This is an optimization exercise on Yosys and OpenROAD, whose aim is small area, a short achievable clock period and few clock cycles, not a production implementation. The RTL was checked by simulation tests, not by an equivalence proof against the original design.

==> flow/design.v (outline; a module is shown in full before it is edited, if it fits) <==
// module fir: 5560 lines
// module fir_fa: 10 lines
// module fir_sel3: 11 lines
// module fir_bsel: 10 lines
// module fir_or2: 7 lines
// module fir_mx: 8 lines
// module fir_dec: 11 lines
// module fir_pg: 9 lines
// module fir_ao21: 8 lines
// module fir_xn2: 7 lines
module fir #(
    parameter DATA_WIDTH = 16,
    parameter TAP_NUM = 16
)(
    input wire clk,
    input wire rst,
    input wire tap_we,
    input wire [3:0] tap_addr,
    input wire [DATA_WIDTH-1:0] tap_data,
    input wire start,
    input wire [DATA_WIDTH-1:0] x_in,
    output wire [DATA_WIDTH-1:0] y_out,
    output reg done
);
  // ...
==> flow/run.sh <==
#!/bin/bash
# synth_recipe.tcl (not shown) runs the flow's synth.tcl, then flattens the netlist and writes it again
# the make line also repeats each setting of config.mk as NAME=value (left out here)
make -C /OpenROAD-flow-scripts/flow DESIGN_CONFIG=/design/flow/config.mk WORK_HOME=/design/flow/orfs CLKGATE_MAP_FILE= SYNTH_SCRIPT=/design/flow/synth_recipe.tcl finish
==> flow/config.mk <==
export PLATFORM = sky130hd
export DESIGN_NAME = fir
export DESIGN_NICKNAME = fir
export VERILOG_FILES = /design/flow/design.v
export SDC_FILE = /design/flow/constraint.sdc
export NUM_CORES = 4
export LEC_CHECK = 0
export CAP_MARGIN = 20
export CORE_MARGIN = 2
export CORE_UTILIZATION = 30
export PLACE_DENSITY = 0.45
export SLEW_MARGIN = 20
export SYNTH_HIERARCHICAL = 1
export SYNTH_MINIMUM_KEEP_SIZE = 0
==> flow/constraint.sdc <==
create_clock -name core_clock -period 16.0 [get_ports {clk}]
set_input_delay 3.2000 -clock core_clock [delete_from_list [all_inputs] [get_ports {clk}]]
set_output_delay 3.2000 -clock core_clock [all_outputs]
set_load 0.01 [all_outputs]
==> flow_metrics.env, run 1 <==
export IMPL_cts_resized=0
export IMPL_hp_start="st1"
export IMPL_syn_inst=5310
export IMPL_synth_mux_area_fraction_pct=13.3
export IMPL_placed_cell_area_sq_mm=0.0762
export IMPL_finClkSkew_ps=55.4
export IMPL_final_common_cell="a222oi_1"
export IMPL_final_util_pct=34.1
export IMPL_cp_num_cells=10
export IMPL_status="complete, no violations"
export IMPL_seq_area_frac_synth_pct=29.5
export IMPL_non_clock_buffer_count=236
export IMPL_design_core_area_sq_mm=0.235
export IMPL_busiest_layer="met2"
export IMPL_first_global_vias=57500
export IMPL_diodes=42
export IMPL_inverters_excl_clock=32
export IMPL_area_growth_pct=13.3
export IMPL_sh_seq_area_pct=26.0
export IMPL_r2r_start="msr[0]"
export IMPL_nClkBuffers=148
export IMPL_firstDrtPassIters=17
export IMPL_io_buffers=56
export IMPL_drc=0
export IMPL_hold_path_endpoint="st2"
export IMPL_routed_via_count=59000
export IMPL_post_route_period_util_pct=41.7
export IMPL_worstHoldPathCells=0
export IMPL_antenna_found_initial=49
export IMPL_hold_buffers=0
export IMPL_hold_violations=0
export IMPL_slew_limit_headroom_pct=10.7
Testbench counts, summed over its fixed seeds: cycles 2,064.
==> inputs of run 2 (changes only) <==
--- a/flow/config.mk
+++ b/flow/config.mk
@@ -9,4 +9,6 @@
 export CORE_MARGIN = 2
 export CORE_UTILIZATION = 30
+export CTS_CLUSTER_DIAMETER = 100
+export CTS_CLUSTER_SIZE = 30
 export PLACE_DENSITY = 0.45
 export SLEW_MARGIN = 20
==> flow_metrics.env, run 2 <==
export IMPL_wl_met2_microns=183000
export IMPL_avgSynthCellArea_sq_um=13.3
export IMPL_seq_area_sq_mm=0.0208
export IMPL_synthTopCellsByArea="fa_1, dfrtp_1, a222oi_1"
export IMPL_drc=0
export IMPL_multiInputGateArea_sq_mm=0.0494
export IMPL_routedWlPerCell_microns=48.5
export IMPL_numCtsBuffers=59
export IMPL_setup_ws_ps=9320
export IMPL_routed_via_count=58800
export IMPL_setup_violations=0
export IMPL_synth_most_common_cell="a222oi_1"
export IMPL_cts_setup_buffers=0
export IMPL_worstHoldPathCells=0
export IMPL_initial_utilization_pct=30.1
export IMPL_drt_initial_drc_count=14200
export IMPL_fin_cells=8726
export IMPL_cts_resized=0
export IMPL_synth_ff_type="dfrtp_1"
export IMPL_clock_path_buffers=3
export IMPL_cp_start_kind="flop"
export IMPL_io_buffers=56
export IMPL_drive_above_1_share_pct=28.5
export IMPL_top_regs="taps (256), xs (240), ps (112)"
export IMPL_die_w_microns=489
export IMPL_critPathMaxFanout=28
export IMPL_cp_end_kind="flop"
export IMPL_seq_area_frac_synth_pct=29.5
export IMPL_grt_first_pass_wirelength_microns=554000
export IMPL_layout_common_cells="a222oi_1, fa_1, dfrtp_1"
export IMPL_drt_met1_wl_microns=164000
export IMPL_largest_register_ffs=256
export IMPL_async_flop_share_pct=77.3
export IMPL_timing_hold_ws_ps=405
export IMPL_cts_tree="done"
export IMPL_ant_nets=0
export IMPL_hpwlAfterDp_microns=336000
export IMPL_htreeDepth=2
export IMPL_post_route_period_util_pct=41.8
export IMPL_placementRows=178
export IMPL_reg2reg_setup_slack_ps=9320
export IMPL_top_layer_used="met5"
export IMPL_final_fill_count=23500
export IMPL_root_buffer="clkbuf_16"
export IMPL_hold_buffers=0
export IMPL_yosys_warnings=13
export IMPL_critPathKind="flop to flop"
export IMPL_clkLatencyLatePin_ps=840
export IMPL_critPathArrivalTime_ps=7250
export IMPL_grt_max_degree=133
export IMPL_hold_path_endpoint="st2"
export IMPL_largest_register="taps"
export IMPL_firstDrtPassIters=17
export IMPL_pin_count=57
export IMPL_ys_ff_latch=814
export IMPL_syn_inst=5310
export IMPL_slew_limit_headroom_pct=7.09
export IMPL_period_minus_slack_ps=6680
export IMPL_crit_slowest_cell="dfrtp_2"
export IMPL_drv_slew=0
export IMPL_max_cap_violations=0
export IMPL_ff2ff_path_depth=10
export IMPL_die_y_microns=489
export IMPL_status="complete, no violations"
export IMPL_yosysTopAreaCell="fa_1"
export IMPL_antenna_found_initial=52
export IMPL_worst_path_most_repeated_cell="fa_1"
export IMPL_gp_congestion=1.06
export IMPL_area_growth_pct=11.3
export IMPL_dp_slack_ps=9160
export IMPL_design_core_area_sq_mm=0.235
export IMPL_grt_overflow_total=0
export IMPL_hp_start="st1"
export IMPL_finClkSkew_ps=66.0
export IMPL_synth_edff_count=137
export IMPL_routed_via_density=6.74
export IMPL_cts_sink_count=814
export IMPL_min_path_type="flop to flop"
export IMPL_synth_distinct_cells=68
export IMPL_cp_slowest_stage_delay_ps=1120
export IMPL_setup_tns_ps=0
export IMPL_clk_pin_slew_worst_paths_ps=100
export IMPL_r2r_start="msr[0]"
export IMPL_required_ps=16570
export IMPL_final_common_cell="a222oi_1"
export IMPL_layout_nets=6391
export IMPL_synth_top_area_share_pct=23.9
export IMPL_post_place_cells=8562
export IMPL_path_cells="mux2_4 > and2_2 > a222oi_1 > fa_1 > fa_1 > fa_1 > fa_1 > fa_1 > fa_1 > or2_2"
export IMPL_max_freq_ghz=0.150
export IMPL_grt_setup_unrepaired="no"
export IMPL_dieArea_sq_mm=0.239
export IMPL_first_global_vias=57100
export IMPL_synthTopCellsByCount="a222oi_1, fa_1, dfrtp_1"
export IMPL_syn_nets=6223
export IMPL_routed_wl_microns=424000
export IMPL_r2r_end="qr[90]"
export IMPL_track_usage_pct=34.7
export IMPL_syn_area_sq_mm=0.0707
export IMPL_tightestPinTransition_ps=1390
export IMPL_hold_violations=0
export IMPL_dr_wl_met3_microns=44400
run 2: area by class of cell:
type / count / share of cell area [%]
Tap cell: 3150 / 5.01
Clock inverter: 48 / 1.02
Timing Repair Buffer: 235 / 2.43
Clock buffer: 64 / 1.97
Inverter: 32 / 0.161
Antenna cell: 47 / 0.149
Multi-Input combinational cell: 4336 / 62.8
Sequential cell: 814 / 26.5
run 2: per-stage QoR:
stage,util [%],area [sq um]
finish,33.5,78700
global route,33.5,78600
CTS,33.4,78500
detailed placement,32.4,76200
global placement,32.4,76100
floorplan,-,70700
run 2: critical path, delay by kind of cell (launching register included):
family | cells | cell delay (ps)
compound gates | 1 | 970
fa+ha+maj | 6 | 3280
flops | 1 | 1120
mux | 1 | 420
simple gates | 2 | 550
run 2: how the worst max path moves through the flow:
stage                       start      to  slack (ps)
after global routing       msr[0]  qr[89]        9310
after floorplan               rst    done        4220
after detailed placement  x_in[6]    m[8]        9160
final                      msr[0]  qr[90]        9320
after CTS                  msr[0]  qr[89]        9470
after global placement    x_in[6]    m[8]        9150
run 2: cell families after synthesis:
logic type	synth area share (%)
AOI/OAI and AO/OA	18.8
xor gates and xnor gates	5.45
adders and majority gates	24.4
buffers and inverters	0.961
DFF	29.5
muxes	13.3
and+or+nand+nor	7.58
run 2: per-module statistics from Yosys, one instance, submodules excluded:
module	flip-flops and latches	cells	area (sq um)
fir	814	2231	31800
fir_mx	0	1	15.0
fir_sel3	0	1	10.0
fir_pg	0	1	12.5
fir_ao21	0	1	7.51
fir_or2	0	1	6.26
fir_bsel	0	2	21.3
fir_xn2	0	1	8.76
fir_fa	0	1	20.0
fir_dec	0	3	22.5
run 2: routing by layer:
| layer | GRT usage (%) | vias to the layer above |
|---|---|---|
| met5 | 0 | - |
| met4 | 22.2 | 18 |
| met3 | 9.24 | 845 |
| met2 | 51.7 | 4337 |
| met1 | 44.4 | 31600 |
| li1 | - | 22000 |

separate check: timing with driven ports:
Ports are ideal in the flow. The routed layouts listed here were re-timed in OpenROAD.
Step 1 assumes that a clkbuf_16 drives the clock port and a buf_2 every other input.
Step 2 also shifts input and output timing later by t, the mid clock arrival at the registers, as if the neighbouring blocks saw the same clock.
a / b / c = no drivers / after step 1 / after step 2; a / b = the first two.
| run | t, ns | slack for setup (ns) | clock arrival spread, ns | slew at the worst register clock pin (ns) | pins driven straight from the clock port |
|---|---|---|---|---|---|
| run 1 | 0.897 | 9.322 / 9.322 / 9.090 | 0.055 / 0.055 | 0.07 / 0.07 | 1 |
| run 2 | 0.899 | 9.315 / 9.315 / 9.124 | 0.066 / 0.066 | 0.12 / 0.12 | 1 |
After both steps setup and hold are still met in every run listed. The setup slack of run 1, which loses most, moves by 0.000 ns with the drivers and by -0.232 ns with both steps.
